This design comes from an exercise in tuning for small area and a short achievable clock period on the open sky130 flow, not from production work. Only simulation tests tie the RTL to the original design; equivalence was not proved. Power is estimated from default activity; no workload was simulated.

==> inputs of v4 <==
==> flow/design.v <==
`timescale 1ns / 1ps
module lifo #(parameter DEPTH = 64, DATA_WIDTH = 32)(
    input clk , rst, push, pop,
    input [DATA_WIDTH -1 :0]data_in,
    output reg [DATA_WIDTH -1 :0]data_out,
    output reg full, empty
    );
    reg [DATA_WIDTH - 1 : 0]lifo_mem[0:DEPTH-1];
    reg [$clog2(DEPTH):0]sp;
    always@(posedge clk)begin 
    if (rst)begin 
        sp<=0;
        full <= 0;
        empty <= 1;
    end 
     else begin 
        if (push && !full)begin 
            lifo_mem[sp] <= data_in;
            sp<=sp+1;
            empty <=0;
            if(sp == DEPTH-1)
                full <= 1;
         end 
         else
            if(pop && !empty)begin
            sp <= sp-1; 
            data_out <= lifo_mem[sp-1];
            full <= 0;
            if (sp == 1)
                empty <= 1;
            end 
      end 
    end 
endmodule
==> flow/run.sh <==
#!/bin/bash
# synth_recipe.tcl (not shown) runs the flow's synth.tcl, then flattens the netlist and writes it again
# the make line also repeats each setting of config.mk as NAME=value (left out here)
make -C /OpenROAD-flow-scripts/flow DESIGN_CONFIG=/design/flow/config.mk WORK_HOME=/design/flow/orfs CLKGATE_MAP_FILE= SYNTH_SCRIPT=/design/flow/synth_recipe.tcl finish
==> flow/config.mk <==
export PLATFORM = sky130hd
export DESIGN_NAME = lifo
export DESIGN_NICKNAME = lifo
export VERILOG_FILES = /design/flow/design.v
export SDC_FILE = /design/flow/constraint.sdc
export NUM_CORES = 4
export LEC_CHECK = 0
export CAP_MARGIN = 20
export CORE_MARGIN = 2
export CORE_UTILIZATION = 45
export SLEW_MARGIN = 20
==> flow/constraint.sdc <==
create_clock -name core_clock -period 4.0 [get_ports {clk}]
set_input_delay 0.8000 -clock core_clock [delete_from_list [all_inputs] [get_ports {clk}]]
set_output_delay 0.8000 -clock core_clock [all_outputs]
set_load 0.01 [all_outputs]
==> v14: changes against v4 <==
==> flow/design.v (replaced) <==
module lifo #(parameter DEPTH = 64, DATA_WIDTH = 32)(
    input clk , rst, push, pop,
    input [DATA_WIDTH -1 :0]data_in,
    output reg [DATA_WIDTH -1 :0]data_out,
    output reg full, empty
    );
    reg [DATA_WIDTH-1:0] mem [0:DEPTH-1];
    reg [DEPTH-1:0] sel;
    genvar i;
    generate
        for (i = 0; i < DEPTH; i = i + 1) begin : g_row
            wire wen = (i == 0) ? (sel[DEPTH-1] & ~full) : sel[i-1];
            always @(posedge clk)
                if (wen) mem[i] <= data_in;
        end
    endgenerate
    wire do_push = push & ~full;
    wire do_pop  = ~do_push & pop & ~empty;
    reg [DATA_WIDTH-1:0] dnext;
    integer k;
    always @(*) begin
        dnext = {DATA_WIDTH{~do_pop}} & data_out;
        for (k = 0; k < DEPTH; k = k + 1)
            dnext = dnext | ({DATA_WIDTH{do_pop & sel[k]}} & mem[k]);
    end
    always @(posedge clk)
        data_out <= dnext;
    always @(posedge clk) begin
        if (rst) begin
            sel <= {1'b1, {(DEPTH-1){1'b0}}};
            full <= 1'b0;
            empty <= 1'b1;
        end else if (do_push) begin
            sel <= {sel[DEPTH-2:0], sel[DEPTH-1]};
            empty <= 1'b0;
            full <= sel[DEPTH-2];
        end else if (do_pop) begin
            sel <= {sel[0], sel[DEPTH-1:1]};
            full <= 1'b0;
            empty <= sel[0];
        end
    end
endmodule
--- a/flow/config.mk
+++ b/flow/config.mk
@@ -8,4 +8,7 @@
 export CAP_MARGIN = 20
 export CORE_MARGIN = 2
-export CORE_UTILIZATION = 45
+export CORE_UTILIZATION = 60
+export CTS_CLUSTER_DIAMETER = 100
+export CTS_CLUSTER_SIZE = 25
+export SETUP_SLACK_MARGIN = 1.7
 export SLEW_MARGIN = 20
==> v2: changes against v4 <==
==> flow/design.v (replaced) <==
module lifo #(parameter DEPTH = 64, DATA_WIDTH = 32)(
    input clk , rst, push, pop,
    input [DATA_WIDTH -1 :0]data_in,
    output reg [DATA_WIDTH -1 :0]data_out,
    output reg full, empty
    );
    reg [DATA_WIDTH-1:0] mem [0:DEPTH-1];
    reg [DEPTH-1:0] sel;
    genvar i;
    generate
        for (i = 0; i < DEPTH; i = i + 1) begin : g_row
            wire wen = (i == 0) ? (sel[DEPTH-1] & ~full) : sel[i-1];
            always @(posedge clk)
                if (wen) mem[i] <= data_in;
        end
    endgenerate
    wire do_push = push & ~full;
    wire do_pop  = ~do_push & pop & ~empty;
    reg [DATA_WIDTH-1:0] dnext;
    integer k;
    always @(*) begin
        dnext = {DATA_WIDTH{~do_pop}} & data_out;
        for (k = 0; k < DEPTH; k = k + 1)
            dnext = dnext | ({DATA_WIDTH{do_pop & sel[k]}} & mem[k]);
    end
    always @(posedge clk)
        data_out <= dnext;
    always @(posedge clk) begin
        if (rst) begin
            sel <= {1'b1, {(DEPTH-1){1'b0}}};
            full <= 1'b0;
            empty <= 1'b1;
        end else if (do_push) begin
            sel <= {sel[DEPTH-2:0], sel[DEPTH-1]};
            empty <= 1'b0;
            full <= sel[DEPTH-2];
        end else if (do_pop) begin
            sel <= {sel[0], sel[DEPTH-1:1]};
            full <= 1'b0;
            empty <= sel[0];
        end
    end
endmodule
--- a/flow/config.mk
+++ b/flow/config.mk
@@ -6,6 +6,9 @@
 export NUM_CORES = 4
 export LEC_CHECK = 0
-export CAP_MARGIN = 20
+export CAP_MARGIN = 10
 export CORE_MARGIN = 2
-export CORE_UTILIZATION = 45
-export SLEW_MARGIN = 20
+export CORE_UTILIZATION = 60
+export CTS_CLUSTER_DIAMETER = 100
+export CTS_CLUSTER_SIZE = 25
+export SETUP_SLACK_MARGIN = 1.85
+export SLEW_MARGIN = 10
==> run notes <==
Die Width: v4 426.9 µm; v2 360.5 µm; v14 360.5 µm
Total power density per cell area: v4 542.0 nW/µm²; v2 511.0 nW/µm²; v14 514.1 nW/µm²
Data arrival time of the worst path: v4 4.37 ns; v2 2.83 ns; v14 3.02 ns
First-pass GRT wire length: v4 307,200 µm; v2 389,600 µm; v14 368,800 µm
Standard cell core area: v4 178,000 µm²; v2 125,900 µm²; v14 125,900 µm²
Number of cells after detailed placement: v4 6,124; v2 5,630; v14 5,649
RePlAce Congestion: v4 0.7869; v2 0.8377; v14 0.8357
Share of total power in combinational logic: v4 14.9%; v2 12.8%; v14 11.1%
Fraction of power spent switching nets: v4 25.10%; v2 26.39%; v14 25.97%
Highest ir drop seen on vdd: v4 479.4 µV; v2 391.3 µV; v14 510.4 µV
Non-clk invs: v4 4; v2 0; v14 0
Reg-to-reg slack, setup: v4 0.17 ns; v2 1.77 ns; v14 1.68 ns
Status: v4 no timing/DRC/antenna violations; v2 no timing/DRC/antenna violations; v14 no timing/DRC/antenna violations
Yosys Warn Count: v4 1; v2 2; v14 2
Utilization of the core after routing: v4 52.14%; v2 68.56%; v14 67.27%
Multi-input gate share of the layout cell area: v4 18.68%; v2 13.95%; v14 13.95%
Cells resized by post-CTS repair: v4 0; v2 228; v14 88
Minimum clock period: v4 3.833 ns; v2 2.231 ns; v14 2.385 ns
Multi-input combinational cell count: v4 1,365; v2 1,539; v14 1,538
Area share of the leading cell type in the synthesized netlist: v4 77.62%; v2 80.65%; v14 80.65%
Clock buffers and inverters, area share: v4 6.848%; v2 3.232%; v14 3.284%
Worst setup path end: v4 data_out[19]; v2 data_out[4]; v14 sel[63]
Total sequential power: v4 24.3 mW; v2 26.9 mW; v14 27.2 mW
Transition at the pin with the smallest max-transition slack: v4 1.185 ns; v2 1.184 ns; v14 1.092 ns
Cell internal power dissipation: v4 37.69 mW; v2 32.47 mW; v14 32.23 mW
First DRT Iteration DRCs: v4 5,139; v2 10,516; v14 10,024

==> inputs of try-willow <==
lifo with an RTL version that a note above also has.
==> module lifo, before the edit <==
module lifo #(parameter DEPTH = 64, DATA_WIDTH = 32)(
    input clk , rst, push, pop,
    input [DATA_WIDTH -1 :0]data_in,
    output reg [DATA_WIDTH -1 :0]data_out,
    output reg full, empty
    );
    reg [DATA_WIDTH-1:0] mem [0:DEPTH-1];
    reg [DEPTH-1:0] sel;
    genvar i;
    generate
        for (i = 0; i < DEPTH; i = i + 1) begin : g_row
            wire wen = (i == 0) ? (sel[DEPTH-1] & ~full) : sel[i-1];
            always @(posedge clk)
                if (wen) mem[i] <= data_in;
        end
    endgenerate
    wire do_push = push & ~full;
    wire do_pop  = ~do_push & pop & ~empty;
    reg [DATA_WIDTH-1:0] dnext;
    integer k;
    always @(*) begin
        dnext = {DATA_WIDTH{~do_pop}} & data_out;
        for (k = 0; k < DEPTH; k = k + 1)
            dnext = dnext | ({DATA_WIDTH{do_pop & sel[k]}} & mem[k]);
    end
    always @(posedge clk)
        data_out <= dnext;
    always @(posedge clk) begin
        if (rst) begin
            sel <= {1'b1, {(DEPTH-1){1'b0}}};
            full <= 1'b0;
            empty <= 1'b1;
        end else if (do_push) begin
            sel <= {sel[DEPTH-2:0], sel[DEPTH-1]};
            empty <= 1'b0;
            full <= sel[DEPTH-2];
        end else if (do_pop) begin
            sel <= {sel[0], sel[DEPTH-1:1]};
            full <= 1'b0;
            empty <= sel[0];
        end
    end
endmodule
==> flow/config.mk <==
export PLATFORM = sky130hd
export DESIGN_NAME = lifo
export DESIGN_NICKNAME = lifo
export VERILOG_FILES = /design/flow/design.v
export SDC_FILE = /design/flow/constraint.sdc
export NUM_CORES = 4
export LEC_CHECK = 0
export CAP_MARGIN = 20
export CORE_MARGIN = 2
export CORE_UTILIZATION = 70
export CTS_CLUSTER_DIAMETER = 100
export CTS_CLUSTER_SIZE = 25
export SETUP_SLACK_MARGIN = 1.85
export SLEW_MARGIN = 20
==> flow/constraint.sdc <==
create_clock -name core_clock -period 4.0 [get_ports {clk}]
set_input_delay 0.8000 -clock core_clock [delete_from_list [all_inputs] [get_ports {clk}]]
set_output_delay 0.8000 -clock core_clock [all_outputs]
set_load 0.01 [all_outputs]
run.sh (not shown) runs the stock make flow with config.mk's settings and CLKGATE_MAP_FILE= SYNTH_SCRIPT=/design/flow/synth_recipe.tcl, a recipe that flattens the netlist after the stock synthesis.
==> try-quartz (differences from try-willow) <==
==> flow/design.v (replaced) <==
module lifo #(parameter DEPTH = 64, DATA_WIDTH = 32)(
    input clk , rst, push, pop,
    input [DATA_WIDTH -1 :0]data_in,
    output reg [DATA_WIDTH -1 :0]data_out,
    output reg full, empty
    );
    reg [DATA_WIDTH-1:0] mem [0:DEPTH-1];
    reg [5:0] t;
    wire [DEPTH-1:0] dec;
    genvar i;
    generate
        for (i = 0; i < DEPTH; i = i + 1) begin : g_row
            assign dec[i] = (t == i);
            wire wen = (i == 0) ? (dec[DEPTH-1] & ~full) : dec[i-1];
            always @(posedge clk)
                if (wen) mem[i] <= data_in;
        end
    endgenerate
    reg [DATA_WIDTH-1:0] rd;
    integer k;
    always @(*) begin
        rd = {DATA_WIDTH{1'b0}};
        for (k = 0; k < DEPTH; k = k + 1)
            rd = rd | ({DATA_WIDTH{dec[k]}} & mem[k]);
    end
    wire do_push = push & ~full;
    wire do_pop  = ~do_push & pop & ~empty;
    always @(posedge clk) begin
        if (rst) begin
            t <= 6'd63;
            full <= 1'b0;
            empty <= 1'b1;
        end else if (do_push) begin
            t <= t + 6'd1;
            empty <= 1'b0;
            full <= (t == 6'd62);
        end else if (do_pop) begin
            t <= t - 6'd1;
            full <= 1'b0;
            empty <= (t == 6'd0);
        end
    end
    always @(posedge clk)
        if (do_pop) data_out <= rd;
endmodule
--- a/flow/config.mk
+++ b/flow/config.mk
@@ -7,8 +7,5 @@
 export LEC_CHECK = 0
 export CAP_MARGIN = 20
 export CORE_MARGIN = 2
-export CORE_UTILIZATION = 70
-export CTS_CLUSTER_DIAMETER = 100
-export CTS_CLUSTER_SIZE = 25
-export SETUP_SLACK_MARGIN = 1.85
+export CORE_UTILIZATION = 45
 export SLEW_MARGIN = 20
==> try-yarrow (differences from try-willow) <==
--- a/flow/config.mk
+++ b/flow/config.mk
@@ -7,7 +7,7 @@
 export LEC_CHECK = 0
 export CAP_MARGIN = 20
 export CORE_MARGIN = 2
-export CORE_UTILIZATION = 70
+export CORE_UTILIZATION = 60
 export CTS_CLUSTER_DIAMETER = 100
 export CTS_CLUSTER_SIZE = 25
 export SETUP_SLACK_MARGIN = 1.85
==> try-fjord (differences from try-willow) <==
--- a/flow/config.mk
+++ b/flow/config.mk
@@ -7,8 +7,8 @@
 export LEC_CHECK = 0
 export CAP_MARGIN = 20
 export CORE_MARGIN = 2
-export CORE_UTILIZATION = 70
+export CORE_UTILIZATION = 65
 export CTS_CLUSTER_DIAMETER = 100
 export CTS_CLUSTER_SIZE = 25
-export SETUP_SLACK_MARGIN = 1.85
+export SETUP_SLACK_MARGIN = 2.0
 export SLEW_MARGIN = 20
==> run notes <==
- The lowest wire length belongs to try-quartz, the highest to try-fjord.
- Total power, highest first: try-quartz, try-fjord, try-yarrow, try-willow.
- In try-yarrow the global-route usage is lower than in try-willow, by 5.3 points.
- Fmax: try-willow > try-yarrow > try-fjord > try-quartz.
- The lowest design area belongs to try-willow, the highest to try-fjord.
- try-willow completed with no timing, DRC or antenna violations. try-yarrow ran to the end with no violations. try-quartz finished clean. try-fjord completed with no timing, DRC or antenna violations.

==> inputs of job 5804 <==
Starting RTL as in the previous note.
clock: 4.0 ns
lec_check: 0
cap_margin: 20
core_margin: 2
core_utilization: 75
cts_cluster_diameter: 100
cts_cluster_size: 25
setup_slack_margin: 1.85
slew_margin: 20
==> inputs of job 9568, as changes to job 5804 <==
--- a/flow/config.mk
+++ b/flow/config.mk
@@ -8,7 +8,7 @@
 export CAP_MARGIN = 20
 export CORE_MARGIN = 2
-export CORE_UTILIZATION = 75
+export CORE_UTILIZATION = 70
 export CTS_CLUSTER_DIAMETER = 100
 export CTS_CLUSTER_SIZE = 25
-export SETUP_SLACK_MARGIN = 1.85
+export SETUP_SLACK_MARGIN = 1.9
 export SLEW_MARGIN = 20
==> comparison <==
Flip-flop and latch count is the same in job 5804 and job 9568. In sequential power, job 9568 and job 5804 hardly differ. Synthesized cell count is the same in job 9568 and job 5804. Against job 9568, the sequential share of layout area of job 5804 is higher by 0.35 points. Of job 5804 and job 9568, job 5804 has the higher first-iteration DRC count (gap about 8%, measured against job 9568). Between job 5804 and job 9568, the lower global-route usage is in job 9568 (gap 3.2 points). Of job 5804 and job 9568, job 9568 has the higher non-clock buffer count (gap 33). Of job 5804 and job 9568, job 9568 has the higher die area (gap 6.6%, measured against job 9568). Against job 5804, the wire length of job 9568 is lower by 0.47%. Synthesized area is the same in job 9568 and job 5804. Against job 5804, the cell area of job 9568 is larger by 0.49%.
==> figures <==
quantity	job 9568	job 5804
Result of the run	no timing/DRC/antenna violations	no timing/DRC/antenna violations
Multi-input logic portion of the cell area	14.0%	14.0%
Antenna violations before repair	17	18
Initial DRC count	11542	12424
Number of global-route vias before repair	44819	45358
Non-clock buffer instance count of the final layout	551	518
Area growth, synth to finish	13.4%	12.8%
Reg-to-Reg End	data_out[26]$_DFF_P_	data_out[5]$_DFF_P_
Time the worst path needs with I/O delays and setup	2170 ps	2270 ps
Post-CTS setup-driven buffer insertion count	195	157
Static leakage	27.7 nW	27.5 nW
Count of nets after finishing	4370	4336
Power density over the cells	510 nW/um2	511 nW/um2
Arrival @ worst endpoint	2770 ps	2900 ps
Wire length of the first global-routing pass	375000 um	370000 um
Startpoint of the most critical register-to-register path	sel[60]$_SDFFE_PP0P_	sel[22]$_SDFFE_PP0P_
Placement Cell Area	79600 um2	79500 um2
Number of cell rows	121	116
Worst-Margin Slew	1130 ps	1200 ps
Clk network pwr share	26.0%	25.8%
Share of layout cells above drive strength 1	18.0%	17.1%
Placer Congestion	0.854	0.857
Number of buffer and inverter instances along the worst setup path	2	1

-- separate check: timing with driven ports --
In the flow no input, the clock included, has a driving cell. The finished layouts below were timed again as built, in two steps. Step 1 assumes that a clkbuf_16 drives the clock port and a buf_2 every other input. Step 2, shift: input delay + t, output delay - t, t = (earliest + latest rising clock arrival at the registers) / 2. This alone moves slack from input paths to output paths. a / b / c = no drivers / after step 1 / after step 2; a / b = the first two.
run	t, ns	setup slack, ns	worst register clock-pin slew, ns	worst slew at a driven data input, ns
v4	0.899	0.167 / 0.167 / 0.167	0.07 / 0.07	0.13
v14	0.808	1.615 / 1.649 / 0.844	0.11 / 0.11	0.18
v2	0.823	1.769 / 1.766 / 1.060	0.11 / 0.11	0.17
try-willow	0.826	1.787 / 1.779 / 1.092	0.11 / 0.11	0.17
try-quartz	0.895	0.499 / 0.499 / 0.499	0.07 / 0.07	0.28
try-yarrow	0.822	1.772 / 1.759 / 1.070	0.11 / 0.11	0.17
try-fjord	0.828	1.714 / 1.714 / 1.267	0.12 / 0.12	0.17
job 5804	0.835	1.731 / 1.731 / 0.960	0.11 / 0.11	0.24
job 9568	0.811	1.828 / 1.773 / 1.140	0.11 / 0.11	0.21
After both steps setup and hold are still met in every run listed.
